Context: an optimization exercise on an open-source flow, tuned for small area and a short achievable clock period. The choices shown serve that exercise and are no tape-out recipe. In this exercise RTL edits were held to simulation tests only and were not proved equivalent to the original. Power and IR drop assume default switching activity.

$ cat design/flow/flow/run.sh
#!/bin/bash
# Standard ORFS layout (the standard.sh), with the port buffers made
# from buf_2 cells instead of the default delay-buffer cells.
export BUFFER_PORTS_ARGS="-buffer_cell sky130_fd_sc_hd__buf_2"
bash standard.sh > standard.log 2>&1
$ cat design/flow/standard.sh
#!/bin/bash
# synth_recipe.tcl (not shown) runs the flow's synth.tcl, then flattens the netlist and writes it again
# the make line also repeats each setting of config.mk as NAME=value (left out here)
make -C /OpenROAD-flow-scripts/flow DESIGN_CONFIG=/design/flow/config.mk WORK_HOME=/design/flow/orfs CLKGATE_MAP_FILE= SYNTH_SCRIPT=/design/flow/synth_recipe.tcl "${@:-finish}"
$ cat design/flow/config.mk
export PLATFORM = sky130hd
export DESIGN_NAME = top_level
export DESIGN_NICKNAME = top_level
export VERILOG_FILES = /design/flow/design.v
export SDC_FILE = /design/flow/constraint.sdc
export NUM_CORES = 4
export LEC_CHECK = 0
export ABC_AREA = 1
export CAP_MARGIN = 20
export CORE_MARGIN = 2
export CORE_UTILIZATION = 60
export CTS_BUF_LIST = sky130_fd_sc_hd__clkbuf_8
export SETUP_SLACK_MARGIN = 3.55
export SLEW_MARGIN = 20
$ cat design/flow/constraint.sdc
create_clock -name core_clock -period 6.0 [get_ports {clk_i}]
set_input_delay 1.2000 -clock core_clock [delete_from_list [all_inputs] [get_ports {clk_i}]]
set_output_delay 1.2000 -clock core_clock [all_outputs]
set_load 0.01 [all_outputs]
$ cat design/flow/design.v
module pfx_add #(
  parameter int W = 8
) (
  input  [W-1:0] a,
  input  [W-1:0] b,
  input          ci,
  output [W-1:0] sum,
  output         co
);
  logic [W-1:0] p, g, gg, pp;
  logic [W-1:0] c;    
  assign p = a ^ b;
  assign g = a & b;
  always_comb begin
    gg = g;
    pp = p;
    for (int l = 0; (1 << l) < W; l++) begin
      for (int i = W - 1; i >= 0; i--) begin
        if ((i >> l) & 1) begin
          gg[i] = gg[i] | (pp[i] & gg[((i >> l) << l) - 1]);
          pp[i] = pp[i] & pp[((i >> l) << l) - 1];
        end
      end
    end
  end
  assign c   = {gg[W-2:0] | (pp[W-2:0] & {(W-1){ci}}), ci};
  assign sum = p ^ c;
  assign co  = gg[W-1] | (pp[W-1] & ci);
endmodule
module pfx_cout #(
  parameter int W = 8
) (
  input  [W-1:0] a,
  input  [W-1:0] b,
  input          ci,
  output         co
);
  logic [W:0] g, p;
  always_comb begin
    g = {a & b, ci};
    p = {a ^ b, 1'b0};
    for (int s = 1; s <= W; s = s * 2) begin
      for (int i = 0; i + s <= W; i += 2 * s) begin
        if (i + s <= W) begin
          g[i] = g[i + s] | (p[i + s] & g[i]);
          p[i] = p[i + s] & p[i];
        end
      end
    end
  end
  assign co = g[0];
endmodule
module pfx_add2 #(
  parameter int W = 8
) (
  input  [W-1:0] a,
  input  [W-1:0] b,
  output [W-1:0] s0,
  output [W-1:0] s1,
  output         co0,
  output         co1
);
  logic [W-1:0] p, g, gg, pp;
  assign p = a ^ b;
  assign g = a & b;
  always_comb begin
    gg = g;
    pp = p;
    for (int l = 0; (1 << l) < W; l++) begin
      for (int i = W - 1; i >= 0; i--) begin
        if ((i >> l) & 1) begin
          gg[i] = gg[i] | (pp[i] & gg[((i >> l) << l) - 1]);
          pp[i] = pp[i] & pp[((i >> l) << l) - 1];
        end
      end
    end
  end
  assign s0  = p ^ {gg[W-2:0], 1'b0};
  assign s1  = p ^ {gg[W-2:0] | pp[W-2:0], 1'b1};
  assign co0 = gg[W-1];
  assign co1 = gg[W-1] | pp[W-1];
endmodule
module top_level (
  input         clk_i,
  input         addsub_i,
  input  [31:0] data_a_i,
                data_b_i,
  output [31:0] result_o
);
  logic [7:0]  ea, eb;
  logic [22:0] fa, fb;
  logic        co_ab, co_ba, co_f;
  assign ea = data_a_i[30:23];
  assign eb = data_b_i[30:23];
  assign fa = data_a_i[22:0];
  assign fb = data_b_i[22:0];
  logic [7:0] dx, dy;    
  pfx_add2 #(.W(8))  u_dexp (.a(ea), .b(~eb), .s0(dx), .s1(dy), .co0(co_ab), .co1(co_ba));
  pfx_cout #(.W(31)) u_flt  (.a(data_a_i[30:0]), .b(~data_b_i[30:0]), .ci(1'b1), .co(co_f));
  logic       bl_ab, bl_ba, bab, bba;
  logic [2:0] eah, ebh;
  assign eah   = ea[7:5];
  assign ebh   = eb[7:5];
  assign bl_ab = ea[4:0] < eb[4:0];
  assign bl_ba = eb[4:0] < ea[4:0];
  assign bab   = bl_ab ? ({1'b0, eah} >= {1'b0, ebh} + 4'd2) : (eah > ebh);
  assign bba   = bl_ba ? ({1'b0, ebh} >= {1'b0, eah} + 4'd2) : (ebh > eah);
  logic        sa_q1, sb_q1, sw_q1, nsw_q1, gt_q1, sh0_q1, bab_q1, bba_q1;
  logic [7:0]  ea_q1, eb_q1;
  logic [22:0] fa_q1, fb_q1;
  logic [4:1]  dab_q1, dba_q1;
  always_ff @(posedge clk_i) begin
    sa_q1 <= data_a_i[31];
    sb_q1 <= data_b_i[31] ^ addsub_i;
    sw_q1  <= ~co_f;               
    nsw_q1 <= co_f;                
    gt_q1  <= co_ab;               
    ea_q1 <= ea;
    eb_q1 <= eb;
    fa_q1 <= fa;
    fb_q1 <= fb;
    sh0_q1 <= dy[0];               
    dab_q1 <= dy[4:1];             
    dba_q1 <= ~dx[4:1];            
    bab_q1 <= bab;                 
    bba_q1 <= bba;                 
  end
  logic [23:0] ly;
  logic [26:0] lv0, al;
  logic [22:0] smask;
  logic [31:0] thermo;
  logic        sticky, es;
  assign ly = sw_q1 ? {1'b1, fa_q1} : {1'b1, fb_q1};
  assign es = sa_q1 ^ sb_q1;
  logic [4:0] sh;
  logic       big;
  assign big = gt_q1 ? bab_q1 : bba_q1;
  assign sh  = {gt_q1 ? dab_q1 : dba_q1, sh0_q1} | {5{big}};
  assign lv0 = sh[0] ? {1'b0, ly, 2'b00} : {ly, 3'b000};
  assign al  = lv0 >> {sh[4:1], 1'b0};
  logic sat, sat_ab, sat_ba;
  logic [4:0]  sh_ab, sh_ba;
  logic [31:0] th_ab, th_ba;
  assign sh_ab  = {dab_q1, sh0_q1} | {5{bab_q1}};
  assign sh_ba  = {dba_q1, sh0_q1} | {5{bba_q1}};
  assign sat    = sh >= 5'd25;
  assign sat_ab = sh_ab >= 5'd25;
  assign sat_ba = sh_ba >= 5'd25;
  assign th_ab  = 32'hFFFF_FFFF << sh_ab;    
  assign th_ba  = 32'hFFFF_FFFF << sh_ba;
  assign thermo = gt_q1 ? th_ab : th_ba;
  assign smask  = {~thermo[24:3], ~thermo[2] & ~(gt_q1 ? sat_ab : sat_ba)};
  assign sticky = |(ly[22:0] & smask);
  logic        hs_q2, es_q2;
  logic [7:0]  he_q2;
  logic [22:0] hf_q2;
  logic [26:0] lo_q2;
  always_ff @(posedge clk_i) begin
    hs_q2 <= nsw_q1 ? sa_q1 : sb_q1;
    es_q2 <= es;
    he_q2 <= nsw_q1 ? ea_q1 : eb_q1;   
    hf_q2 <= nsw_q1 ? fa_q1 : fb_q1;
    lo_q2 <= {al[26:2], al[1] | sat, sticky} ^ {27{es}};    
  end
  logic [26:0] opa;
  logic [27:0] sum;
  logic        add_co;
  logic [26:0] t, z, f;
  logic [4:0]  lz;
  logic [2:0]  inc;
  assign opa = {1'b1, hf_q2, 3'b000};
  logic        c13, co_h0, co_h1;
  logic [13:0] sh0, sh1;
  pfx_add  #(.W(13)) u_addl (.a(opa[12:0]), .b(lo_q2[12:0]), .ci(es_q2),
                             .sum(sum[12:0]), .co(c13));
  pfx_add2 #(.W(14)) u_addh (.a(opa[26:13]), .b(lo_q2[26:13]),
                             .s0(sh0), .s1(sh1), .co0(co_h0), .co1(co_h1));
  assign sum[26:13] = c13 ? sh1 : sh0;
  assign add_co     = c13 ? co_h1 : co_h0;
  assign sum[27] = add_co ^ es_q2;
  assign t = ~(opa ^ lo_q2);
  assign z = ~(opa | lo_q2);
  assign f = t & ~{z[25:0], 1'b0};
  logic [4:0] lzr;
  always_comb begin
    lzr = 5'd0;
    for (int i = 2; i < 27; i++)
      if (f[i]) lzr = 5'(27 - i);
  end
  assign lz = es_q2 ? lzr : 5'd0;
  assign inc[0] = sum[3] & (|sum[2:0] | sum[4]);
  assign inc[1] = sum[2] & (|sum[1:0] | sum[3]);
  assign inc[2] = sum[1] & (sum[0] | sum[2]);
  logic        hs_q3, c_q3;
  logic [7:0]  he_q3;
  logic [26:2] s_q3;
  logic [4:0]  lz_q3;
  logic [2:0]  inc_q3;
  always_ff @(posedge clk_i) begin
    hs_q3  <= hs_q2;
    he_q3  <= he_q2;
    c_q3   <= sum[27];
    s_q3   <= sum[26:2];
    lz_q3  <= lz;
    inc_q3 <= inc;
  end
  logic        far, finc;
  logic [1:0]  kf;
  logic [4:0]  k;
  logic [25:0] v;
  logic [50:0] vs;
  logic [24:0] m;
  logic [7:0]  e;
  assign far = c_q3 | s_q3[26] | s_q3[25];
  assign kf  = c_q3 ? 2'd0 : (s_q3[26] ? 2'd1 : 2'd2);
  logic [50:0] vh;
  assign k   = {lz_q3[4:2], far ? kf : lz_q3[1:0]};
  assign v   = {c_q3, s_q3[26:2]};
  assign vh  = {25'd0, v} << {k[4:2], 2'b00};
  assign vs  = vh << k[1:0];
  assign m   = (~far & (lz_q3 == 5'd0)) ? {1'b1, 24'd0} : vs[25:1];
  logic [7:0] ef, en;
  assign ef  = c_q3 ? he_q3 + 8'd1 : (s_q3[26] ? he_q3 : he_q3 - 8'd1);
  assign en  = he_q3 + 8'd1 - {3'd0, lz_q3};
  assign e   = far ? ef : en;    
  always_comb begin
    if (c_q3)          finc = inc_q3[0];
    else if (s_q3[26]) finc = inc_q3[1];
    else               finc = inc_q3[2];
  end
  logic lo1;
  always_comb begin
    case (kf)
      2'd0:    lo1 = &s_q3[14:4];
      2'd1:    lo1 = &s_q3[13:3];
      default: lo1 = &s_q3[12:2];
    endcase
  end
  logic        hs_q4, i_q4, l1_q4;
  logic [7:0]  e_q4;
  logic [24:0] m_q4;
  always_ff @(posedge clk_i) begin
    hs_q4 <= hs_q3;
    i_q4  <= far & finc;
    l1_q4 <= lo1;
    e_q4  <= e;
    m_q4  <= m;
  end
  logic [22:0] fr;
  logic        fall1;
  logic [7:0]  e_p1, e_m1;
  logic [30:0] res;
  logic [10:0] plo;
  logic [11:0] phi;
  logic        chi;
  always_comb begin
    plo = m_q4[11:1];
    for (int l = 0; (1 << l) < 11; l++)
      for (int j = 10; j >= 0; j--)
        if ((j >> l) & 1)
          plo[j] = plo[j] & plo[((j >> l) << l) - 1];
    phi = m_q4[23:12];
    for (int l = 0; (1 << l) < 12; l++)
      for (int j = 11; j >= 0; j--)
        if ((j >> l) & 1)
          phi[j] = phi[j] & phi[((j >> l) << l) - 1];
  end
  assign chi   = i_q4 & l1_q4;
  assign fr    = m_q4[23:1] ^ {{phi[10:0], 1'b1} & {12{chi}},
                               {plo[9:0], 1'b1} & {11{i_q4}}};
  assign fall1 = phi[11] & chi;
  assign e_p1  = e_q4 + 8'd1;
  assign e_m1  = e_q4 - 8'd1;
  assign res = m_q4[24] ? {fall1 ? e_p1 : e_q4, fr}
                        : {e_m1, m_q4[22:0]};
  logic [31:0] res_q;
  always_ff @(posedge clk_i) res_q <= {hs_q4, res};
  assign result_o = res_q;
endmodule
==> notes.md, run 1 <==
normalized max-slew margin roughly 33%; final max-slew violation count 0; count of nets left with antenna violations after detail routing 0; Starting Density roughly 61%; CP Launch Type register; Max Fclk between 400 and 500 MHz; total via count after detailed routing approximately 11000; Setup crit end kind register; share of total power in combinational logic between 40 and 50%; clock-pin slew on the worst setup and hold paths roughly 0.06 ns; total routing resource utilization after global routing roughly 26%; Data arrival, critical path ~2.8 ns; fin nets 2053; pin count of the biggest net entering global routing 56; Slew @ Worst Pin about 1 ns; Main synth FF type sky130_fd_sc_hd__dfxtp_1; Final GP Congestion a little under 1; worst hold slack across all endpoints approximately 0.33 ns; DP Wirelength ~23000 µm; Remaining DRCs 0; Flop pwr share approximately a third; drt wl/cell 14.1 µm; cell depth of the worst flop-to-flop path 16; final routed wirelength across all metal layers between 30000 and 40000 µm; final worst path period need approximately 2.3 ns; CORE AREA ~22000 µm²; via density per instance 5.18; number of synthesized flops with an enable pin 0; Critical Path End s_q3[12]; final sum of negative setup slack 0 ns; start-to-end type of the worst setup path reg -> reg; Die H roughly 150 µm; Max-Cap Viols 0; Leak Pwr between 7 and 8 nW; TritonCTS clock tree yes; first drt pass iteration count 7; power per cell area between 400 and 500 nW/µm²; 1st-iter DRT viols about 620; final hold vios 0; setup violators final 0; number of global-route vias before repair 10700; count of pins on the block boundary between 90 and 100; Clock Skews roughly 0.033 ns; Int Pwr roughly 4.3 mW; CTS HTree Levels 2; Critical Path Fanout Max 3; data required time of the critical path 6.41 ns; switching part of the total between 40% and 50%; async set-or-reset flop fraction in the synthesized netlist 0%; number of stages on the worst hold path 0; status complete, no violations; maximum clock insertion buffer count 3; number of buffers inserted during clock tree synthesis 40; Yosys warning total 5; synthesized area divided by synthesized cell count between 7 and 8 µm²; most common cell after layout, fill and taps aside sky130_fd_sc_hd__nand2_1; initial antenna violation count 0; placement row count 54; insertion delay of the later-clocked pin in the worst-skew pair 0.55 ns; first-pass GRT wire length roughly 49000 µm; number of diodes added for antenna fixing 0; die outline width 152 µm; post-synthesis cell type count between 60 and 70; Overflow after GRT 0; launch instance of the worst register-to-register path hf_q2[0]; buffer type at the clock tree root sky130_fd_sc_hd__clkbuf_8; full die area roughly 23000 µm²; Synth Register Bits between 200 and 250; share of the yosys chip area belonging to registers ~38%; area added between synthesis and finish 14.9%; highest ir drop seen on vdd approximately 220 µV; Power, Total 7.39 mW; sinks on the clock net roughly 250; setup repair after global routing missed its margin true; total net switching power approximately 3 mW; min-delay worst type reg -> reg; commonest cells after routing, fill and taps aside sky130_fd_sc_hd__nand2_1, sky130_fd_sc_hd__inv_1, sky130_fd_sc_hd__dfxtp_1; share of the clock period used by the worst path after layout 39.1%; clock group share of total power between 10% and 20%; Crit Reg-Reg Endpoint s_q3[12]; slack of the worst reg-to-reg path 3.65 ns; instance count of the mapped netlist roughly 1800; CTS Hold Buffers Added 0; count of buffers inserted at the top-level ports 97; CP startpoint hf_q2[0]; Synth Cell Area 13200 µm²; layout cell share with drive strength beyond 1 between 10% and 20%; Synthesized Nets between 1500 and 2000; Hold Path Origin he_q2[1]
## power groups by stage
stage	clock network, mW	logic [mW]	registers [mW]
final	1.47	3.43	2.49
after global routing	1.58	3.87	2.54
after CTS	1.50	3.21	2.48
after detailed placement	0	3.11	2.52
after global placement	0	3.06	2.50
after floorplan	0	2.36	2.47
## cells in the mapped netlist, drive strengths merged, types with 7 or more instances
cell type / count / area (µm²)
o22ai: 39 / 244
buf: 25 / 155
nand2: 362 / 1370
inv: 289 / 1090
ha: 101 / 1260
nand4: 11 / 75.1
clkbuf: 33 / 124
a21oi: 81 / 409
nor3: 19 / 110
o21ai: 194 / 1030
nand3: 42 / 210
nor4: 8 / 56.3
o211ai: 18 / 140
a31oi: 7 / 43.8
xor2: 69 / 604
mux2: 9 / 101
or2: 9 / 56.3
xnor2: 10 / 87.6
mux2i: 8 / 80.1
dfxtp: 249 / 4980
nor2: 142 / 602
## stage by stage
stage                     instance area, µm²  setup slack [ns]  utilization, %  std cells
final                                  15200              3.65            69.9       2191
after global routing                   15200              3.44            69.9       2191
after global placement                 13800              2.88            63.8       2089
after detailed placement               13800              2.82            63.8       2089
after CTS                              14900              3.55            68.6       2176
after floorplan                        13200              3.53               -       1765
## registers in the layout, indices dropped and copies added (netlist names), 5 cells and up
| signal | flops |
|---|---|
| res_q | 32 |
| he_q3 | 8 |
| fb_q1 | 23 |
| e_q4 | 8 |
| fa_q1 | 23 |
| hf_q2 | 23 |
| ea_q1 | 8 |
| m_q4 | 25 |
| s_q3 | 25 |
| he_q2 | 8 |
| lo_q2 | 27 |
| lz_q3 | 5 |
| eb_q1 | 8 |
## critical path: stages (launching register included)
cell	delay, ns
sky130_fd_sc_hd__dfxtp_1	0.33
sky130_fd_sc_hd__inv_1	0.05
sky130_fd_sc_hd__ha_1	0.32
sky130_fd_sc_hd__nand4_1	0.08
sky130_fd_sc_hd__inv_1	0.07
sky130_fd_sc_hd__nand2_1	0.10
sky130_fd_sc_hd__nand2_1	0.08
sky130_fd_sc_hd__nand2_1	0.11
sky130_fd_sc_hd__nand2_1	0.11
sky130_fd_sc_hd__a21o_1	0.20
sky130_fd_sc_hd__a21oi_2	0.19
sky130_fd_sc_hd__o21bai_2	0.10
sky130_fd_sc_hd__nand3_1	0.08
sky130_fd_sc_hd__nand2_1	0.10
sky130_fd_sc_hd__nand3_1	0.08
sky130_fd_sc_hd__nand2_1	0.06
sky130_fd_sc_hd__xor2_1	0.14
## cells by family after synthesis
logic type	Yosys count	synth area share, %
AND/OR/NAND/NOR	594	18.8
AO/OA/AOI/OAI	375	16.4
buffers and inverters	347	10.4
flip-flops	249	37.7
adder cells (fa/ha/maj)	104	10.0
XOR/XNOR	79	5.24
multiplexers	17	1.37
## routing by layer
metal,vias up,track usage (%),part of all wire [%]
met1,5031,29.2,41
met4,0,12.1,4.4
li1,5926,-,-
met3,101,3.67,4.3
met2,302,46.8,50
met5,-,0,0
## how the worst min path moves through the flow
| stage | to | slack [ns] |
|---|---|---|
| final | he_q3[1] | 0.33 |
| after global routing | he_q3[1] | 0.34 |
| after CTS | he_q3[1] | 0.33 |
| after detailed placement | he_q3[2] | 0.31 |
| after global placement | hs_q4 | 0.31 |
| after floorplan | he_q3[0] | 0.31 |
## timing repair
| action | 4_1_cts | 5_1_grt |
|---|---|---|
| buffers inserted | 13 | 11 |
| gates resized for setup | 23 | 69 |
| gates cloned | 4 | 4 |
| pin swaps | 13 | 28 |
| setup endpoints to repair | 61 | 65 |
## final cells by class
class,instances,area [µm²]
Fill cell,1830,6520
Clock inverter,21,150
Tap cell,280,350
Clock buffer,49,674
Sequential cell,249,5000
Timing Repair Buffer,126,714
Timing Repair inverter,3,20.0
Multi-Input combinational cell,1174,7130
Inverter,289,1130
==> run 2, diff against run 1 <==
--- a/design/flow/config.mk
+++ b/design/flow/config.mk
@@ -8,7 +8,7 @@
 export ABC_AREA = 1
 export CAP_MARGIN = 20
 export CORE_MARGIN = 2
-export CORE_UTILIZATION = 60
+export CORE_UTILIZATION = 55
 export CTS_BUF_LIST = sky130_fd_sc_hd__clkbuf_8
 export SETUP_SLACK_MARGIN = 3.55
 export SLEW_MARGIN = 20
==> run 2 against run 1 <==
Via count about the same; critical path type unchanged; still clean; setup slack got worse by 0.015 ns; clock power about the same; flip-flop and latch count unchanged; combinational power about the same; highest routed layer unchanged; synthesized area unchanged; critical path depth decreased by 4; fmax decreased by 0.65%; count of clock-buffer cells in the layout increased by 4; non-clock buffer count increased by 4.
==> notes.md, run 2 <==
commonest cells after routing, fill and taps aside sky130_fd_sc_hd__nand2_1, sky130_fd_sc_hd__inv_1, sky130_fd_sc_hd__dfxtp_1 (unchanged); final routed wirelength across all metal layers 31100 µm (was 30800 µm); 1st-iter DRT viols 632 (was 624); worst hold slack across all endpoints 0.323 ns (was 0.328 ns); Remaining DRCs 0 (unchanged); Clock Skews 0.0225 ns (was 0.0326 ns); first drt pass iteration count 5 (was 7); final sum of negative setup slack 0 ns (unchanged); Final Util 65.1% (was 69.9%); Slowest-stage cell, CP sky130_fd_sc_hd__dfxtp_4 (was sky130_fd_sc_hd__dfxtp_1); normalized max-slew margin 34.8% (was 33.2%); top area cells in the synthesized netlist sky130_fd_sc_hd__dfxtp_1, sky130_fd_sc_hd__nand2_1, sky130_fd_sc_hd__ha_1 (unchanged); register bank with the most flops res_q (unchanged); pin count of the biggest net entering global routing 56 (unchanged); share of the yosys chip area belonging to registers 37.7% (unchanged); area added between synthesis and finish 16.1% (was 14.9%); start-to-end type of the worst setup path reg -> reg (unchanged); status complete, no violations (unchanged); Critical Path Fanout Max 21 (was 3); die outline width 159 µm (was 152 µm); Slew @ Worst Pin 0.978 ns (was 1.00 ns); total via count after detailed routing 11400 (about the same); layout cell share with drive strength beyond 1 16.9% (was 17.0%); number of global-route vias before repair 10700 (about the same); area of all placed cells without fillers 15300 µm² (was 15200 µm²); post-synthesis cell type count 61 (unchanged); Final Non-Filler Cells 2238 (was 2191); Final GP Congestion 0.926 (was 0.985); Max Fclk 423 MHz (was 426 MHz); CORE AREA 23500 µm² (was 21700 µm²); Die H 159 µm (was 152 µm); data required time of the critical path 6.40 ns (was 6.41 ns); number of synthesized flops with an enable pin 0 (unchanged); sinks on the clock net 249 (unchanged); most common cell in the synthesized netlist sky130_fd_sc_hd__nand2_1 (unchanged); Synthesized Nets 1935 (unchanged); buffer type at the clock tree root sky130_fd_sc_hd__clkbuf_8 (unchanged); max FFs per register 32 (unchanged); via density per instance 5.08 (was 5.18); Data arrival, critical path 2.76 ns (about the same); full die area 25300 µm² (was 23200 µm²); count of pins on the block boundary 98 (unchanged); Synth Register Bits 249 (unchanged); final worst setup slack 3.64 ns (was 3.65 ns); fin nets 2060 (was 2053); worst slack at placement 2.82 ns (about the same); final worst path period need 2.36 ns (was 2.35 ns); largest area contributor in the netlist sky130_fd_sc_hd__dfxtp_1 (unchanged); clock-pin slew on the worst setup and hold paths 0.06 ns (about the same); initial antenna violation count 0 (unchanged); setup repair after global routing missed its margin true (unchanged); total placed cells including tap cells 2128 (was 2089); Max-Cap Viols 0 (unchanged); final max-slew violation count 0 (unchanged); min-delay worst type reg -> reg (unchanged); family of cells with the greatest summed delay on the critical path simple AND/OR/NAND/NOR gates (unchanged); Top Registers res_q x32, lo_q2 x27 (unchanged); async set-or-reset flop fraction in the synthesized netlist 0% (unchanged); count of nets left with antenna violations after detail routing 0 (unchanged); Yosys warning total 5 (unchanged); number of diodes added for antenna fixing 0 (unchanged); crit-path max cell delay 0.38 ns (was 0.33 ns); synthesized area divided by synthesized cell count 7.48 µm² (unchanged); Starting Density 56.1% (was 60.9%); synth cell count leaders sky130_fd_sc_hd__nand2_1, sky130_fd_sc_hd__inv_1, sky130_fd_sc_hd__dfxtp_1 (unchanged); number of buffers inserted during clock tree synthesis 42 (was 40); drt wl/cell 13.9 µm (was 14.1 µm); CTS Hold Buffers Added 0 (unchanged); share of the synthesized area in the top cell type 37.7% (unchanged); TritonCTS clock tree yes (unchanged); maximum clock insertion buffer count 3 (unchanged); first-pass GRT wire length 49200 µm (about the same); Setup crit end kind register (unchanged); power per cell area 484 nW/µm² (was 487 nW/µm²); dpl cell area 13900 µm² (was 13800 µm²); instance count of the mapped netlist 1765 (unchanged); most frequent cell on the critical path sky130_fd_sc_hd__inv_4 (was sky130_fd_sc_hd__nand2_1); Leak Pwr 7.60 nW (was 7.54 nW); DP Wirelength 23400 µm (was 23200 µm); setup violators final 0 (unchanged); total routing resource utilization after global routing 23.5% (was 25.5%); Synth Cell Area 13200 µm² (unchanged); CP Launch Type register (unchanged); insertion delay of the later-clocked pin in the worst-skew pair 0.54 ns (was 0.55 ns); CTS HTree Levels 2 (unchanged); most common cell after layout, fill and taps aside sky130_fd_sc_hd__nand2_1 (unchanged); Overflow after GRT 0 (unchanged); placement row count 56 (was 54); share of the clock period used by the worst path after layout 39.4% (was 39.1%); count of buffers inserted at the top-level ports 97 (unchanged); cells traversed along the worst timing path inv_4 -> nand2_1 -> nand2_2 -> nor2_4 -> inv_4 -> nor2_1 -> inv_1 -> o21ai_1 -> nand4_1 -> a311oi_2 -> o211ai_2 -> xor2_1 (was inv_1 -> ha_1 -> nand4_1 -> inv_1 -> nand2_1 -> nand2_1 -> nand2_1 -> nand2_1 -> a21o_1 -> a21oi_2 -> o21bai_2 -> nand3_1 -> nand2_1 -> nand3_1 -> nand2_1 -> xor2_1); WP buf/inv 3 (was 2); Main synth FF type sky130_fd_sc_hd__dfxtp_1 (unchanged); highest ir drop seen on vdd 237 µV (was 217 µV); Power, Total 7.43 mW (was 7.39 mW); final hold vios 0 (unchanged)
[run 2: what timing repair did]
action,CTS,global route
pin swaps,8,33
gates resized for setup,18,87
endpoints found under the hold margin,0,0
setup endpoints to repair,59,66
buffers inserted,8,20
gates cloned,4,5
[run 2: final timing paths]
path             from       end  slack, ns  depth (start not counted)
max             gt_q1  lo_q2[0]       3.64                         12
min          he_q2[7]  he_q3[7]       0.32                          0
max reg2reg     gt_q1  lo_q2[0]       3.64                         12
min reg2reg  he_q2[7]  he_q3[7]       0.32                          0
[run 2: report_power, final]
part           internal (mW)  switching, mW
registers               2.19          0.304
clock network          0.835          0.653
logic                   1.30           2.15
total                   4.32           3.10
[run 2: kinds of logic (layout without fill, tap and decap cells)]
kind of cell / Yosys count / count (layout) / synth area share, %
simple gates: 594 / 598 / 18.8
buf+inv: 347 / 497 / 10.4
fa+ha+maj: 104 / 104 / 10.0
xor+xnor: 79 / 79 / 5.24
flops: 249 / 249 / 37.7
compound gates: 375 / 375 / 16.4
mux: 17 / 17 / 1.37
[run 2: layout make-up]
class,count,area [µm²]
well taps,319,399
repair buffers,130,756
clock inverters,20,115
inverters,289,1140
clock buffers,53,729
repair inverters,5,33.8
fillers,2136,8210
flip-flops and latches,249,5010
multi-input cells,1173,7150
[run 2: routing by layer]
layer  vias up  global-route usage (%)  routed length, µm
met5         -                       0                  0
li1       5946                       -                  -
met4         0                    8.84                994
met1      5040                    26.4              12800
met3        74                    3.75               1420
met2       306                    44.6              15800
==> run 3, diff against run 2 <==
==> design/flow/flow/run.sh (replaced) <==
#!/bin/bash
# Standard ORFS layout (the standard.sh), with the port buffers made
# from buf_1 cells instead of the default delay-buffer cells.
export BUFFER_PORTS_ARGS="-buffer_cell sky130_fd_sc_hd__buf_1"
bash standard.sh > standard.log 2>&1
--- a/design/flow/config.mk
+++ b/design/flow/config.mk
@@ -8,7 +8,7 @@
 export ABC_AREA = 1
 export CAP_MARGIN = 20
 export CORE_MARGIN = 2
-export CORE_UTILIZATION = 55
+export CORE_UTILIZATION = 60
 export CTS_BUF_LIST = sky130_fd_sc_hd__clkbuf_8
-export SETUP_SLACK_MARGIN = 3.55
+export SETUP_SLACK_MARGIN = 3.6
 export SLEW_MARGIN = 20
==> run 3 against run 2 <==
Global-route usage increased by 1.2 points; first-iteration DRC count is 16% higher; clock power is 3% lower; final cell count is 2.5% lower; synthesized cell count unchanged.
==> notes.md, run 3 <==
total net switching power 3.03 mW (was 3.10 mW); Critical Path Fanout Max 3 (was 21); synth cell count leaders sky130_fd_sc_hd__nand2_1, sky130_fd_sc_hd__inv_1, sky130_fd_sc_hd__dfxtp_1 (unchanged); power per cell area 481 nW/µm² (was 484 nW/µm²); top area cells in the synthesized netlist sky130_fd_sc_hd__dfxtp_1, sky130_fd_sc_hd__nand2_1, sky130_fd_sc_hd__ha_1 (unchanged); highest ir drop seen on vdd 187 µV (was 237 µV); via density per instance 5.20 (was 5.08); Main synth FF type sky130_fd_sc_hd__dfxtp_1 (unchanged); number of global-route vias before repair 10600 (was 10700); Yosys warning total 5 (unchanged); data required time of the critical path 6.45 ns (was 6.40 ns); CP startpoint hf_q2[0] (was gt_q1); insertion delay of the later-clocked pin in the worst-skew pair 0.55 ns (was 0.54 ns); status complete, no violations (unchanged); WP buf/inv 2 (was 3); worst hold slack across all endpoints 0.325 ns (was 0.323 ns); total routing resource utilization after global routing 24.7% (was 23.5%); commonest cells after routing, fill and taps aside sky130_fd_sc_hd__nand2_1, sky130_fd_sc_hd__inv_1, sky130_fd_sc_hd__dfxtp_1 (unchanged); CORE AREA 21700 µm² (was 23500 µm²); post-synthesis cell type count 61 (unchanged); synthesized area divided by synthesized cell count 7.48 µm² (unchanged); share of total power in combinational logic 45.6% (was 46.4%); final worst path period need 2.34 ns (was 2.36 ns); final sum of negative setup slack 0 ns (unchanged); DP Wirelength 22500 µm (was 23400 µm); Synthesized Nets 1935 (unchanged); first drt pass iteration count 5 (unchanged); pin count of the biggest net entering global routing 56 (unchanged); Max-Cap Viols 0 (unchanged); Data arrival, critical path 2.79 ns (was 2.76 ns); total placed cells including tap cells 2088 (was 2128); final routed wirelength across all metal layers 29700 µm (was 31100 µm); buffer type at the clock tree root sky130_fd_sc_hd__clkbuf_8 (unchanged); full die area 23200 µm² (was 25300 µm²); maximum clock insertion buffer count 3 (unchanged); Flop pwr share 34.5% (was 33.6%); number of synthesized flops with an enable pin 0 (unchanged); cells traversed along the worst timing path inv_1 -> ha_1 -> nand4_1 -> inv_1 -> nand2_2 -> nand2_1 -> nand2_1 -> nand2_1 -> a21o_1 -> a21oi_2 -> o21bai_2 -> nand3_1 -> nand2_2 -> nand3_1 -> nand2_1 -> xor2_1 (was inv_4 -> nand2_1 -> nand2_2 -> nor2_4 -> inv_4 -> nor2_1 -> inv_1 -> o21ai_1 -> nand4_1 -> a311oi_2 -> o211ai_2 -> xor2_1); drt wl/cell 13.6 µm (was 13.9 µm); TritonCTS clock tree yes (unchanged); slack of the worst reg-to-reg path 3.66 ns (was 3.64 ns); min-delay worst type reg -> reg (unchanged); Synth Register Bits 249 (unchanged); Remaining DRCs 0 (unchanged); number of stages on the worst hold path 0 (unchanged); CTS Hold Buffers Added 0 (unchanged); final hold vios 0 (unchanged); Hold Path Origin hs_q3 (was he_q2[7]); number of buffers inserted during clock tree synthesis 41 (was 42); count of nets left with antenna violations after detail routing 0 (unchanged); instance count of the mapped netlist 1765 (unchanged); Top Registers res_q x32, lo_q2 x27 (unchanged); max FFs per register 32 (unchanged); worst slack at placement 2.80 ns (was 2.82 ns); number of diodes added for antenna fixing 0 (unchanged); most frequent cell on the critical path sky130_fd_sc_hd__nand2_1 (was sky130_fd_sc_hd__inv_4); Int Pwr 4.21 mW (was 4.32 mW); placement row count 54 (was 56); Overflow after GRT 0 (unchanged); start-to-end type of the worst setup path reg -> reg (unchanged); async set-or-reset flop fraction in the synthesized netlist 0% (unchanged); most common cell in the synthesized netlist sky130_fd_sc_hd__nand2_1 (unchanged); switching part of the total 41.8% (about the same); Metal-1 WL 12500 µm (was 12800 µm); family of cells with the greatest summed delay on the critical path simple AND/OR/NAND/NOR gates (unchanged); register bank with the most flops res_q (unchanged); CTS HTree Levels 2 (unchanged); share of the yosys chip area belonging to registers 37.7% (unchanged); Starting Density 60.9% (was 56.1%); die outline width 152 µm (was 159 µm); initial antenna violation count 0 (unchanged); most common cell after layout, fill and taps aside sky130_fd_sc_hd__nand2_1 (unchanged); Slowest-stage cell, CP sky130_fd_sc_hd__dfxtp_2 (was sky130_fd_sc_hd__dfxtp_4); normalized max-slew margin 32.0% (was 34.8%); area added between synthesis and finish 14.0% (was 16.1%); largest area contributor in the netlist sky130_fd_sc_hd__dfxtp_1 (unchanged); clock group share of total power 19.9% (was 20.0%); sinks on the clock net 249 (unchanged); CP Launch Type register (unchanged); highest metal layer with signal wires met4 (unchanged); share of the clock period used by the worst path after layout 38.9% (was 39.4%); routed length on met3 1290 µm (was 1420 µm); 1st-iter DRT viols 734 (was 632); setup violators final 0 (unchanged); clock-pin slew on the worst setup and hold paths 0.06 ns (about the same); Die H 152 µm (was 159 µm); met2 WL 14700 µm (was 15800 µm); share of the synthesized area in the top cell type 37.7% (unchanged); Final Non-Filler Cells 2182 (was 2238); Max Fclk 428 MHz (was 423 MHz); layout cell share with drive strength beyond 1 11.7% (was 16.9%); Synth Cell Area 13200 µm² (unchanged); first-pass GRT wire length 47800 µm (was 49200 µm); setup repair after global routing missed its margin true (unchanged); Critical Path End s_q3[12] (was lo_q2[0]); number of stages on the worst setup path 16 (was 12); Setup crit end kind register (unchanged); Slew @ Worst Pin 1.02 ns (was 0.978 ns); Clock Skews 0.0242 ns (was 0.0225 ns); count of pins on the block boundary 98 (unchanged); cell depth of the worst flop-to-flop path 16 (was 12); Power, Total 7.24 mW (was 7.43 mW); crit-path max cell delay 0.35 ns (was 0.38 ns); final max-slew violation count 0 (unchanged); Final GP Congestion 0.962 (was 0.926); launch instance of the worst register-to-register path hf_q2[0] (was gt_q1); Leak Pwr 7.25 nW (was 7.60 nW); Crit Reg-Reg Endpoint s_q3[12] (was lo_q2[0]); final worst setup slack 3.66 ns (was 3.64 ns); count of buffers inserted at the top-level ports 97 (unchanged); fin nets 2049 (was 2060); total via count after detailed routing 11300 (was 11400)
run 3: cell counts after synthesis:
No cell type changed its count.
run 3: metrics by stage:
step,cell area (µm²),utilization (%)
3_5_place_dp,13700,63.4
2_1_floorplan,13300,-
5_1_grt,15100,69.4
3_3_place_gp,13700,63.4
4_1_cts,14700,67.8
6_report,15100,69.4
run 3: layout make-up:
cell class	instances	area, µm²
Sequential cell	249	5010
Fill cell	1852	6640
Multi-Input combinational cell	1174	7160
Clock buffer	51	702
Timing Repair Buffer	120	562
Inverter	289	1140
Tap cell	280	350
Timing Repair inverter	4	26.3
Clock inverter	15	97.6
run 3: per-layer routing:
layer / up-vias / track usage [%]
met3: 96 / 3.53
li1: 5917 / -
met4: 0 / 10.7
met5: - / 0
met2: 317 / 46.0
met1: 5016 / 28.1
run 3: cell families (layout without fill, tap and decap cells):
| kind of cell | Yosys count | count (layout) | synth area share [%] |
|---|---|---|---|
| AND/OR/NAND/NOR | 594 | 599 | 18.8 |
| flip-flops | 249 | 249 | 37.7 |
| AO/OA/AOI/OAI | 375 | 375 | 16.4 |
| buffers and inverters | 347 | 479 | 10.4 |
| multiplexers | 17 | 17 | 1.37 |
| adder cells (fa/ha/maj) | 104 | 104 | 10.0 |
| XOR/XNOR | 79 | 79 | 5.24 |
run 3: how the worst min path moves through the flow:
stage / to / slack [ns]
2_1_floorplan: he_q3[0] / 0.31
3_3_place_gp: hs_q3 / 0.31
3_5_place_dp: hs_q3 / 0.31
4_1_cts: hs_q3 / 0.32
5_1_grt: he_q3[3] / 0.33
6_report: hs_q4 / 0.32
run 3: power groups by stage:
stage          Combinational (mW)  Clock [mW]  Sequential (mW)
2_1_floorplan                2.36           0             2.47
3_3_place_gp                 2.98           0             2.51
3_5_place_dp                 3.02           0             2.53
4_1_cts                      3.11        1.47             2.49
5_1_grt                      3.73        1.54             2.55
6_report                     3.30        1.44             2.50
run 3: timing repair:
item | 4_1_cts | 5_1_grt
setup endpoints to repair | 63 | 66
buffers inserted | 7 | 12
gates resized for setup | 22 | 81
cloned | 6 | 3
pin swaps | 6 | 10
==> run 4, diff against run 3 <==
--- a/design/flow/config.mk
+++ b/design/flow/config.mk
@@ -10,5 +10,5 @@
 export CORE_MARGIN = 2
 export CORE_UTILIZATION = 60
 export CTS_BUF_LIST = sky130_fd_sc_hd__clkbuf_8
-export SETUP_SLACK_MARGIN = 3.6
+export SETUP_SLACK_MARGIN = 3.55
 export SLEW_MARGIN = 20
==> run 4 against run 3 <==
Synthesized cell count did not move; critical endpoint is now dab_q1[3]; global-route usage rose by 1.4 points; power rose by 3.3%; count of clock-buffer cells in the layout rose by 7; flip-flop and latch count did not move; still clean on timing, DRC and antenna; worst hold slack barely moved; synthesized area did not move.
==> notes.md, run 4 <==
final hold vios 0 (unchanged); count of nets left with antenna violations after detail routing 0 (unchanged); normalized max-slew margin 29.0% (was 32.0%); Synth Cell Area 13200 µm² (unchanged); Overflow after GRT 0 (unchanged); instance count of the mapped netlist 1765 (unchanged); insertion delay of the later-clocked pin in the worst-skew pair 0.55 ns (about the same); first drt pass iteration count 5 (unchanged); share of cell area taken by muxes after synthesis 1.37% (unchanged); Setup crit end kind register (unchanged); Slew @ Worst Pin 1.06 ns (was 1.02 ns); maximum clock insertion buffer count 3 (unchanged); number of stages on the worst hold path 0 (unchanged); Yosys warning total 5 (unchanged); placement row count 54 (unchanged); count of pins on the block boundary 98 (unchanged); async set-or-reset flop fraction in the synthesized netlist 0% (unchanged); end point of the worst hold path he_q3[5] (was hs_q4); synthesized area divided by synthesized cell count 7.48 µm² (unchanged); final worst path period need 2.35 ns (was 2.34 ns); worst hold slack across all endpoints 0.325 ns (about the same); synth cell count leaders sky130_fd_sc_hd__nand2_1, sky130_fd_sc_hd__inv_1, sky130_fd_sc_hd__dfxtp_1 (unchanged); via density per instance 5.22 (was 5.20); number of global-route vias before repair 10900 (was 10600); share of the yosys chip area belonging to registers 37.7% (unchanged); Crit Reg-Reg Endpoint lo_q2[3] (was s_q3[12]); area fraction in and, or, nand and nor cells after synthesis 18.8% (unchanged); cell depth of the worst flop-to-flop path 13 (was 16); share of the synthesized area in the top cell type 37.7% (unchanged); area added between synthesis and finish 14.8% (was 14.0%); count of buffers inserted at the top-level ports 97 (unchanged); status complete, no violations (unchanged); total via count after detailed routing 11400 (was 11300); Max-Cap Viols 0 (unchanged); number of buffers inserted during clock tree synthesis 41 (unchanged); Power, Total 7.47 mW (was 7.24 mW); CTS Hold Buffers Added 0 (unchanged); share of the clock period used by the worst path after layout 39.1% (was 38.9%); start-to-end type of the worst setup path in -> reg (was reg -> reg); highest ir drop seen on vdd 285 µV (was 187 µV); largest family of logic cells by synthesized area simple AND/OR/NAND/NOR gates (unchanged); Critical Path Fanout Max 3 (unchanged); fin nets 2050 (was 2049); setup repair after global routing missed its margin true (unchanged); sinks on the clock net 249 (unchanged); setup violators final 0 (unchanged); final routed wirelength across all metal layers 31100 µm (was 29700 µm); Clock Skews 0.0260 ns (was 0.0242 ns); 1st-iter DRT viols 491 (was 734); final sum of negative setup slack 0 ns (unchanged); synthesized-area fraction occupied by ao, oa, aoi and oai cells 16.4% (unchanged); CTS HTree Levels 2 (unchanged); final max-slew violation count 0 (unchanged); power per cell area 493 nW/µm² (was 481 nW/µm²); Final GP Congestion 0.939 (was 0.962); number of diodes added for antenna fixing 0 (unchanged); commonest cells after routing, fill and taps aside sky130_fd_sc_hd__nand2_1, sky130_fd_sc_hd__inv_1, sky130_fd_sc_hd__dfxtp_1 (unchanged); Hold Path Origin he_q2[5] (was hs_q3); TritonCTS clock tree yes (unchanged); initial antenna violation count 0 (unchanged); launch instance of the worst register-to-register path gt_q1 (was hf_q2[0]); Synthesized Nets 1935 (unchanged); area share of fa/ha/maj cells after synthesis 10.0% (unchanged); full die area 23200 µm² (unchanged); min-delay worst type reg -> reg (unchanged); most common cell in the synthesized netlist sky130_fd_sc_hd__nand2_1 (unchanged); Synth Register Bits 249 (unchanged); total routing resource utilization after global routing 26.1% (was 24.7%); Main synth FF type sky130_fd_sc_hd__dfxtp_1 (unchanged); top area cells in the synthesized netlist sky130_fd_sc_hd__dfxtp_1, sky130_fd_sc_hd__nand2_1, sky130_fd_sc_hd__ha_1 (unchanged); Starting Density 60.9% (unchanged); drt wl/cell 14.2 µm (was 13.6 µm); post-synthesis cell type count 61 (unchanged); Top Registers res_q x32, lo_q2 x27 (unchanged); Die H 152 µm (unchanged); Remaining DRCs 0 (unchanged); die outline width 152 µm (unchanged); buffer type at the clock tree root sky130_fd_sc_hd__clkbuf_8 (unchanged); register bank with the most flops res_q (unchanged); synthesized-area fraction occupied by xor and xnor cells 5.24% (unchanged); number of synthesized flops with an enable pin 0 (unchanged); max FFs per register 32 (unchanged); CP Launch Type primary input (was register); CORE AREA 21700 µm² (unchanged); DP Wirelength 23400 µm (was 22500 µm); largest area contributor in the netlist sky130_fd_sc_hd__dfxtp_1 (unchanged); layout cell share with drive strength beyond 1 12.3% (was 11.7%); Final Util 69.9% (was 69.4%); first-pass GRT wire length 50400 µm (was 47800 µm); Leak Pwr 7.28 nW (was 7.25 nW); Max Fclk 426 MHz (was 428 MHz); pin count of the biggest net entering global routing 56 (unchanged); data required time of the critical path 6.43 ns (was 6.45 ns); clock-pin slew on the worst setup and hold paths 0.06 ns (about the same); Data arrival, critical path 2.78 ns (was 2.79 ns); slack of the worst reg-to-reg path 3.70 ns (was 3.66 ns); most common cell after layout, fill and taps aside sky130_fd_sc_hd__nand2_1 (unchanged)
-- run 4: cell counts after synthesis --
No cell type changed its count.
-- run 4: metal layers --
metal	vias to the layer above	GRT usage (%)	wire length, µm
met5	-	0	0
met3	92	3.70	1240
met2	292	47.9	15700
met1	5113	29.7	12700
met4	0	12.7	1360
li1	5932	-	-
-- run 4: repair_timing --
item                                   CTS  global route
endpoints found under the hold margin    0             0
gates resized for setup                 22            82
setup endpoints to repair               57            66
pin swaps                                9            29
gates cloned                             4             5
buffers inserted                         8            11
-- run 4: through the flow --
stage | setup slack [ns] | std cells | cell area [µm²]
2_1_floorplan | 3.53 | 1765 | 13200
3_3_place_gp | 2.92 | 2089 | 13700
3_5_place_dp | 2.86 | 2089 | 13700
4_1_cts | 3.55 | 2172 | 14800
5_1_grt | 3.49 | 2188 | 15200
6_report | 3.65 | 2188 | 15200
-- run 4: worst max-delay path by stage --
| stage | from | cells past startpoint | end | slack, ns |
|---|---|---|---|---|
| after floorplan | data_b_i[23] | 8 | dab_q1[3] | 3.53 |
| after global routing | i_q4 | 13 | res_q[28] | 3.49 |
| after global placement | gt_q1 | 11 | lo_q2[0] | 2.92 |
| final | data_b_i[23] | 9 | dab_q1[3] | 3.65 |
| after detailed placement | gt_q1 | 11 | lo_q2[0] | 2.86 |
| after CTS | hf_q2[2] | 25 | lz_q3[0] | 3.55 |
-- run 4: area by class of cell --
cell class / instances / area, µm²
sequential: 249 / 5000
timing repair inverter: 4 / 25.0
multi-input combinational: 1174 / 7180
tap: 280 / 350
fill: 1837 / 6530
clock buffer: 58 / 798
inverter: 289 / 1120
clock inverter: 13 / 111
timing repair buffer: 121 / 559
-- run 4: logic make-up after synthesis --
kind of cell / after synthesis
adders and majority gates: 104
and+or+nand+nor: 594
AOI/OAI and AO/OA: 375
xor gates and xnor gates: 79
buffers and inverters: 347
muxes: 17
DFF: 249
-- run 4: power breakdown --
part           switching [mW]  internal (mW)  leakage, nW
combinational            2.15           1.23         4.69
sequential              0.306           2.19         2.10
clock                   0.650          0.938        0.491
total                    3.11           4.37         7.28
-- run 4: worst max-delay path: stages --
cell	delay (ns)
sky130_fd_sc_hd__buf_1	0.34
sky130_fd_sc_hd__inv_12	0.03
sky130_fd_sc_hd__ha_4	0.16
sky130_fd_sc_hd__inv_2	0.05
sky130_fd_sc_hd__fa_2	0.23
sky130_fd_sc_hd__inv_2	0.05
sky130_fd_sc_hd__fa_2	0.36
sky130_fd_sc_hd__a31o_2	0.23
sky130_fd_sc_hd__xor2_1	0.13
==> run 5, diff against run 4 <==
--- a/design/flow/config.mk
+++ b/design/flow/config.mk
@@ -10,5 +10,7 @@
 export CORE_MARGIN = 2
 export CORE_UTILIZATION = 60
 export CTS_BUF_LIST = sky130_fd_sc_hd__clkbuf_8
+export CTS_CLUSTER_DIAMETER = 40
+export CTS_CLUSTER_SIZE = 12
 export SETUP_SLACK_MARGIN = 3.55
 export SLEW_MARGIN = 20
==> run 5 against run 4 <==
Design area shrank 0.79%; non-clock buffer count grew 3; clock power shrank 14%; critical endpoint unchanged; clock skew shrank 0.0047 ns; worst hold slack gained 0.0029 ns.
==> notes.md, run 5 <==
commonest cells after routing, fill and taps aside sky130_fd_sc_hd__nand2_1, sky130_fd_sc_hd__inv_1, sky130_fd_sc_hd__dfxtp_1 (unchanged); Final GP Congestion 0.939 (unchanged); 1st-iter DRT viols 592 (was 491); clock-pin slew on the worst setup and hold paths 0.07 ns (was 0.06 ns); area added between synthesis and finish 13.9% (was 14.8%); clock group share of total power 18.7% (was 21.2%); drt wl/cell 14.2 µm (about the same); TritonCTS clock tree yes (unchanged); Critical Path Fanout Max 3 (unchanged); Remaining DRCs 0 (unchanged); Starting Density 60.9% (unchanged); highest ir drop seen on vdd 226 µV (was 285 µV); final sum of negative setup slack 0 ns (unchanged); CTS HTree Levels 2 (unchanged); CTS Hold Buffers Added 0 (unchanged); fin nets 2047 (was 2050); switching part of the total 42.9% (was 41.6%); synth cell count leaders sky130_fd_sc_hd__nand2_1, sky130_fd_sc_hd__inv_1, sky130_fd_sc_hd__dfxtp_1 (unchanged); layout cell share with drive strength beyond 1 12.2% (was 12.3%); first drt pass iteration count 5 (unchanged); Max Fclk 426 MHz (about the same); count of nets left with antenna violations after detail routing 0 (unchanged); Setup crit end kind register (unchanged); final hold vios 0 (unchanged); Synth Cell Area 13200 µm² (unchanged); start-to-end type of the worst setup path in -> reg (unchanged); power per cell area 484 nW/µm² (was 493 nW/µm²); number of diodes added for antenna fixing 0 (unchanged); count of pins on the block boundary 98 (unchanged); Slew @ Worst Pin 1.07 ns (was 1.06 ns); Data arrival, critical path 2.77 ns (was 2.78 ns); Synth Register Bits 249 (unchanged); insertion delay of the later-clocked pin in the worst-skew pair 0.53 ns (was 0.55 ns); Top Registers res_q x32, lo_q2 x27 (unchanged); setup repair after global routing missed its margin true (unchanged); setup violators final 0 (unchanged); number of buffers inserted during clock tree synthesis 35 (was 41); share of the synthesized area in the top cell type 37.7% (unchanged); largest area contributor in the netlist sky130_fd_sc_hd__dfxtp_1 (unchanged); most common cell after layout, fill and taps aside sky130_fd_sc_hd__nand2_1 (unchanged); initial antenna violation count 0 (unchanged); area of all placed cells without fillers 15000 µm² (was 15200 µm²); async set-or-reset flop fraction in the synthesized netlist 0% (unchanged); synthesized area divided by synthesized cell count 7.48 µm² (unchanged); min-delay worst type reg -> reg (unchanged); Int Pwr 4.16 mW (was 4.37 mW); normalized max-slew margin 28.9% (was 29.0%); max FFs per register 32 (unchanged); first-pass GRT wire length 50000 µm (was 50400 µm); total placed cells including tap cells 2089 (unchanged); sinks on the clock net 249 (unchanged); final worst path period need 2.35 ns (about the same); total via count after detailed routing 11400 (about the same); maximum clock insertion buffer count 3 (unchanged); share of total power in combinational logic 47.0% (was 45.3%); instance count of the mapped netlist 1765 (unchanged); count of buffers inserted at the top-level ports 97 (unchanged); total routing resource utilization after global routing 25.9% (was 26.1%); total net switching power 3.13 mW (was 3.11 mW); Main synth FF type sky130_fd_sc_hd__dfxtp_1 (unchanged); Clock Skews 0.0213 ns (was 0.0260 ns); Power, Total 7.28 mW (was 7.47 mW); die outline width 152 µm (unchanged); Max-Cap Viols 0 (unchanged); share of the yosys chip area belonging to registers 37.7% (unchanged); final routed wirelength across all metal layers 30900 µm (was 31100 µm); CP Launch Type primary input (unchanged); most common cell in the synthesized netlist sky130_fd_sc_hd__nand2_1 (unchanged); DP Wirelength 23400 µm (unchanged); number of global-route vias before repair 10800 (was 10900); final max-slew violation count 0 (unchanged); Yosys warning total 5 (unchanged); Overflow after GRT 0 (unchanged); dpl cell area 13700 µm² (unchanged); Flop pwr share 34.3% (was 33.5%); register bank with the most flops res_q (unchanged); Die H 152 µm (unchanged); Leak Pwr 7.20 nW (was 7.28 nW); Synthesized Nets 1935 (unchanged); post-synthesis cell type count 61 (unchanged); number of synthesized flops with an enable pin 0 (unchanged); pin count of the biggest net entering global routing 56 (unchanged); via density per instance 5.23 (was 5.22); share of the clock period used by the worst path after layout 39.1% (about the same); full die area 23200 µm² (unchanged); CORE AREA 21700 µm² (unchanged); data required time of the critical path 6.42 ns (was 6.43 ns); Final Non-Filler Cells 2180 (was 2188); buffer type at the clock tree root sky130_fd_sc_hd__clkbuf_8 (unchanged); top area cells in the synthesized netlist sky130_fd_sc_hd__dfxtp_1, sky130_fd_sc_hd__nand2_1, sky130_fd_sc_hd__ha_1 (unchanged); status complete, no violations (unchanged); placement row count 54 (unchanged)
run 5: power groups by stage:
stage | Combinational [mW] | Sequential, mW | Clock [mW]
detailed placement | 3.07 | 2.52 | 0
global placement | 3.03 | 2.51 | 0
floorplan | 2.36 | 2.47 | 0
finish | 3.42 | 2.50 | 1.36
global route | 3.86 | 2.55 | 1.47
CTS | 3.17 | 2.48 | 1.40
run 5: layout make-up:
cell class | instances | area, µm²
Multi-Input combinational cell | 1174 | 7210
Clock buffer | 39 | 537
Inverter | 289 | 1130
Tap cell | 280 | 350
Timing Repair inverter | 4 | 27.5
Clock inverter | 21 | 193
Sequential cell | 249 | 5010
Timing Repair Buffer | 124 | 587
Fill cell | 1848 | 6650
run 5: layer usage:
layer  track usage (%)  routed length, µm  up-vias
met1              29.6              12600     5086
met4              13.6               1650        0
met3              3.47               1180      108
li1                  -                  -     5916
met2              47.1              15500      296
met5                 0                  0        -
run 5: final timing paths:
check                                  start         to  slack [ns]  cells past startpoint
worst max-delay path            data_b_i[23]  dab_q1[3]        3.65                      9
worst min-delay path                he_q2[5]   he_q3[5]        0.33                      0
worst max register to register         gt_q1   lo_q2[0]        3.66                     13
worst min register to register      he_q2[5]   he_q3[5]        0.33                      0
run 5: critical path, stage by stage:
cell and delay [ns]:
sky130_fd_sc_hd__buf_1 0.33, sky130_fd_sc_hd__inv_12 0.03, sky130_fd_sc_hd__ha_4 0.16, sky130_fd_sc_hd__inv_2 0.05
sky130_fd_sc_hd__fa_2 0.23, sky130_fd_sc_hd__inv_2 0.05, sky130_fd_sc_hd__fa_2 0.36, sky130_fd_sc_hd__a31o_2 0.23
sky130_fd_sc_hd__xor2_1 0.13
run 5: cells by family (layout without fill, tap and decap cells):
| group | Yosys count | after routing | share of synthesized area [%] |
|---|---|---|---|
| AOI/OAI and AO/OA | 375 | 375 | 16.4 |
| xor gates and xnor gates | 79 | 79 | 5.24 |
| adders and majority gates | 104 | 104 | 10.0 |
| buffers and inverters | 347 | 477 | 10.4 |
| DFF | 249 | 249 | 37.7 |
| muxes | 17 | 17 | 1.37 |
| and+or+nand+nor | 594 | 599 | 18.8 |
run 5: timing repair:
item | CTS | global route
pin swaps | 10 | 33
buffers inserted | 8 | 14
gates cloned | 4 | 5
endpoints found under the hold margin | 0 | 0
setup endpoints to repair | 58 | 61
resized for setup | 26 | 86
run 5: through the flow:
stage               hold slack, ns  utilization (%)  worst slack, ns
finish                       0.328             69.3             3.65
global route                 0.336             69.3             3.49
CTS                          0.330             67.5             3.55
detailed placement           0.312             63.3             2.86
global placement             0.310             63.3             2.92
floorplan                    0.310                -             3.53
==> run 6, diff against run 5 <==
--- a/design/flow/config.mk
+++ b/design/flow/config.mk
@@ -10,7 +10,7 @@
 export CORE_MARGIN = 2
 export CORE_UTILIZATION = 60
 export CTS_BUF_LIST = sky130_fd_sc_hd__clkbuf_8
-export CTS_CLUSTER_DIAMETER = 40
-export CTS_CLUSTER_SIZE = 12
+export CTS_CLUSTER_DIAMETER = 50
+export CTS_CLUSTER_SIZE = 16
 export SETUP_SLACK_MARGIN = 3.55
 export SLEW_MARGIN = 20
==> run 6 against run 5 <==
Critical endpoint is now res_q[28]; flip-flop and latch count did not move; design area fell by 1.2%; non-clock buffer count fell by 2; via count fell by 0.63%; synthesized area did not move.
==> notes.md, run 6 <==
status complete, no violations (unchanged); number of diodes added for antenna fixing 0 (unchanged); fill cell instance count of the final layout 1862 (was 1848); Top Registers res_q x32, lo_q2 x27 (unchanged); register bank with the most flops res_q (unchanged); CTS HTree Levels 1 (was 2); Starting Density 60.9% (unchanged); setup violators final 0 (unchanged); Setup crit end kind register (unchanged); most common cell in the synthesized netlist sky130_fd_sc_hd__nand2_1 (unchanged); number of synthesized flops with an enable pin 0 (unchanged); area of all placed cells without fillers 14900 µm² (was 15000 µm²); drt wl/cell 14.2 µm (about the same); Max Fclk 424 MHz (was 426 MHz); synthesized area divided by synthesized cell count 7.48 µm² (unchanged); power per cell area 478 nW/µm² (was 484 nW/µm²); share of the yosys chip area belonging to registers 37.7% (unchanged); Die H 152 µm (unchanged); total routing resource utilization after global routing 25.7% (was 25.9%); full die area 23200 µm² (unchanged); count of nets left with antenna violations after detail routing 0 (unchanged); Critical Path Fanout Max 4 (was 3); count of buffers inserted at the top-level ports 97 (unchanged); share of the synthesized area in the top cell type 37.7% (unchanged); instance count of the mapped netlist 1765 (unchanged); TritonCTS clock tree yes (unchanged); final hold vios 0 (unchanged); top area cells in the synthesized netlist sky130_fd_sc_hd__dfxtp_1, sky130_fd_sc_hd__nand2_1, sky130_fd_sc_hd__ha_1 (unchanged); Overflow after GRT 0 (unchanged); first drt pass iteration count 6 (was 5); highest ir drop seen on vdd 226 µV (about the same); crit-path max cell delay 0.35 ns (was 0.36 ns); max FFs per register 32 (unchanged); commonest cells after routing, fill and taps aside sky130_fd_sc_hd__nand2_1, sky130_fd_sc_hd__inv_1, sky130_fd_sc_hd__dfxtp_1 (unchanged); total via count after detailed routing 11300 (was 11400); Synthesized Nets 1935 (unchanged); Final Non-Filler Cells 2165 (was 2180); dpl cell area 13700 µm² (unchanged); Leak Pwr 7.11 nW (was 7.20 nW); data required time of the critical path 6.51 ns (was 6.42 ns); Remaining DRCs 0 (unchanged); setup repair after global routing missed its margin true (unchanged); Max-Cap Viols 0 (unchanged); min-delay worst type reg -> reg (unchanged); DP Wirelength 23400 µm (unchanged); first-pass GRT wire length 49700 µm (was 50000 µm); Slowest-stage cell, CP sky130_fd_sc_hd__dfxtp_2 (was sky130_fd_sc_hd__fa_2); Main synth FF type sky130_fd_sc_hd__dfxtp_1 (unchanged); layout cell share with drive strength beyond 1 11.2% (was 12.2%); sinks on the clock net 249 (unchanged); 1st-iter DRT viols 500 (was 592); Data arrival, critical path 2.87 ns (was 2.77 ns); async set-or-reset flop fraction in the synthesized netlist 0% (unchanged); final sum of negative setup slack 0 ns (unchanged); Clock Skews 0.0245 ns (was 0.0213 ns); Final Util 68.5% (was 69.3%); via density per instance 5.24 (was 5.23); final worst path period need 2.36 ns (was 2.35 ns); most common cell after layout, fill and taps aside sky130_fd_sc_hd__nand2_1 (unchanged); Synth Register Bits 249 (unchanged); WP buf/inv 0 (was 4); start-to-end type of the worst setup path reg -> reg (was in -> reg); cells traversed along the worst timing path nand2_1 -> nor2_4 -> nand2_2 -> nor2_4 -> nand4_4 -> nor2_4 -> nand2_2 -> nor3_4 -> nand2_2 -> nor4_4 -> nand3_2 -> mux2i_1 -> xor2_1 (was buf_1 -> inv_12 -> ha_4 -> inv_2 -> fa_2 -> inv_2 -> fa_2 -> a31o_2 -> xor2_1); Synth Cell Area 13200 µm² (unchanged); largest area contributor in the netlist sky130_fd_sc_hd__dfxtp_1 (unchanged); Slew @ Worst Pin 1.04 ns (was 1.07 ns); clock-pin slew on the worst setup and hold paths 0.09 ns (was 0.07 ns); maximum clock insertion buffer count 3 (unchanged); final routed wirelength across all metal layers 30800 µm (was 30900 µm); CP Launch Type register (was primary input); number of global-route vias before repair 10700 (was 10800); initial antenna violation count 0 (unchanged); post-synthesis cell type count 61 (unchanged); Yosys warning total 5 (unchanged); Final GP Congestion 0.939 (unchanged); fin nets 2037 (was 2047); synth cell count leaders sky130_fd_sc_hd__nand2_1, sky130_fd_sc_hd__inv_1, sky130_fd_sc_hd__dfxtp_1 (unchanged); number of buffers inserted during clock tree synthesis 27 (was 35); die outline width 152 µm (unchanged); placement row count 54 (unchanged); count of pins on the block boundary 98 (unchanged); normalized max-slew margin 30.7% (was 28.9%); pin count of the biggest net entering global routing 56 (unchanged); final max-slew violation count 0 (unchanged); buffer type at the clock tree root sky130_fd_sc_hd__clkbuf_8 (unchanged); CORE AREA 21700 µm² (unchanged); area added between synthesis and finish 12.5% (was 13.9%); share of the clock period used by the worst path after layout 39.3% (was 39.1%); Power, Total 7.10 mW (was 7.28 mW); insertion delay of the later-clocked pin in the worst-skew pair 0.59 ns (was 0.53 ns); total placed cells including tap cells 2089 (unchanged); family of cells with the greatest summed delay on the critical path simple AND/OR/NAND/NOR gates (was adder cells)
## run 6: changes by cell type in the layout (fill, tap and decap cells not counted), moves of 3 or more
| cell | previous run | this run |
|---|---|---|
| sky130_fd_sc_hd__clkbuf_8 | 39 | 30 |
| sky130_fd_sc_hd__buf_4 | 24 | 21 |
| sky130_fd_sc_hd__clkinv_8 | 0 | 3 |
| sky130_fd_sc_hd__clkinvlp_4 | 10 | 7 |
| sky130_fd_sc_hd__inv_1 | 273 | 270 |
| sky130_fd_sc_hd__inv_6 | 6 | 3 |
| sky130_fd_sc_hd__o21ai_0 | 135 | 132 |
| sky130_fd_sc_hd__o21ai_1 | 40 | 43 |
## run 6: worst register-to-register path: stages (launching register included)
cell and delay (ns):
sky130_fd_sc_hd__dfxtp_2 0.35, sky130_fd_sc_hd__nand2_1 0.09, sky130_fd_sc_hd__nor2_4 0.13, sky130_fd_sc_hd__nand2_2 0.09
sky130_fd_sc_hd__nor2_4 0.18, sky130_fd_sc_hd__nand4_4 0.12, sky130_fd_sc_hd__nor2_4 0.17, sky130_fd_sc_hd__nand2_2 0.10
sky130_fd_sc_hd__nor3_4 0.22, sky130_fd_sc_hd__nand2_2 0.10, sky130_fd_sc_hd__nor4_4 0.27, sky130_fd_sc_hd__nand3_2 0.13
sky130_fd_sc_hd__mux2i_1 0.18, sky130_fd_sc_hd__xor2_1 0.15
## run 6: final cells by class
cell class,count,area (µm²),area share (%)
clock buffer,30,413,2.78
tap,280,350,2.36
multi-input combinational,1174,7160,48.2
inverter,289,1130,7.59
clock inverter,17,203,1.36
sequential,249,5000,33.7
timing repair buffer,122,576,3.87
timing repair inverter,4,25.0,0.168
## run 6: metal layers
layer	routed length, µm	GRT usage, %	vias up
met5	0	0	-
met1	12500	29.7	5046
met2	15600	47.5	308
met3	1380	2.96	93
met4	1320	11.5	0
li1	-	-	5887
## run 6: where the power goes
group          switching (mW)  internal (mW)  leakage, nW
logic                    2.15           1.24         4.69
registers               0.305           2.19         2.10
clock network           0.663          0.550        0.314
total                    3.12           3.98         7.11
## run 6: timing repair
action,4_1_cts,5_1_grt
hold buffers,0,0
endpoints found under the setup margin,56,60
gates cloned,4,5
pin swaps,11,27
setup buffers,7,13
gates resized for setup,25,75
## run 6: final timing paths
kind	start	end	slack, ns	cells past startpoint
hold reg to reg	he_q2[1]	he_q3[1]	0.33	0
setup reg to reg	m_q4[13]	res_q[28]	3.64	13
hold / removal	he_q2[1]	he_q3[1]	0.33	0
setup / recovery	m_q4[13]	res_q[28]	3.64	13
## run 6: kinds of logic after synthesis
kind of cell | after synthesis | synth area share, %
buffers and inverters | 347 | 10.4
XOR/XNOR | 79 | 5.24
AND/OR/NAND/NOR | 594 | 18.8
multiplexers | 17 | 1.37
adder cells (fa/ha/maj) | 104 | 10.0
flip-flops | 249 | 37.7
AO/OA/AOI/OAI | 375 | 16.4
## run 6: metrics by stage
stage / setup slack (ns) / hold slack, ns
after detailed placement: 2.86 / 0.312
after global placement: 2.92 / 0.310
after CTS: 3.55 / 0.333
after global routing: 3.46 / 0.341
final: 3.64 / 0.331
after floorplan: 3.53 / 0.310

==> static timing again, ports no longer ideal <==
No port has a modelled driver above. Below, the same layouts with a new extraction and two added sets of constraints.
Step 1: set_driving_cell puts a clkbuf_16 on clk_i and a buf_2 on each other input, an assumption about the parent block.
Step 2 times the ports against the registers' clock, not the clock port: input delays grow and output delays shrink by t, the midpoint of the rising clock arrivals with the driver on.
a / b / c = ideal / step 1 / step 2; a / b = the first two.
run | t, ns | setup WS [ns] | hold WS [ns] | worst slew at a driven data input, ns
run 1 | 0.581 | 3.653 / 3.653 / 3.117 | 0.328 / 0.328 / 0.328 | 0.04
run 2 | 0.574 | 3.638 / 3.638 / 3.137 | 0.323 / 0.323 / 0.323 | 0.03
run 3 | 0.578 | 3.665 / 3.665 / 3.124 | 0.325 / 0.325 / 0.325 | 0.03
run 4 | 0.586 | 3.655 / 3.676 / 3.090 | 0.325 / 0.325 / 0.325 | 0.04
run 5 | 0.564 | 3.652 / 3.657 / 3.110 | 0.328 / 0.328 / 0.328 | 0.04
run 6 | 0.621 | 3.644 / 3.644 / 3.099 | 0.331 / 0.331 / 0.331 | 0.04
After both steps every run listed still meets setup and hold. The setup slack of run 4, which loses most, moves by +0.021 ns with the drivers and by -0.565 ns with both steps.
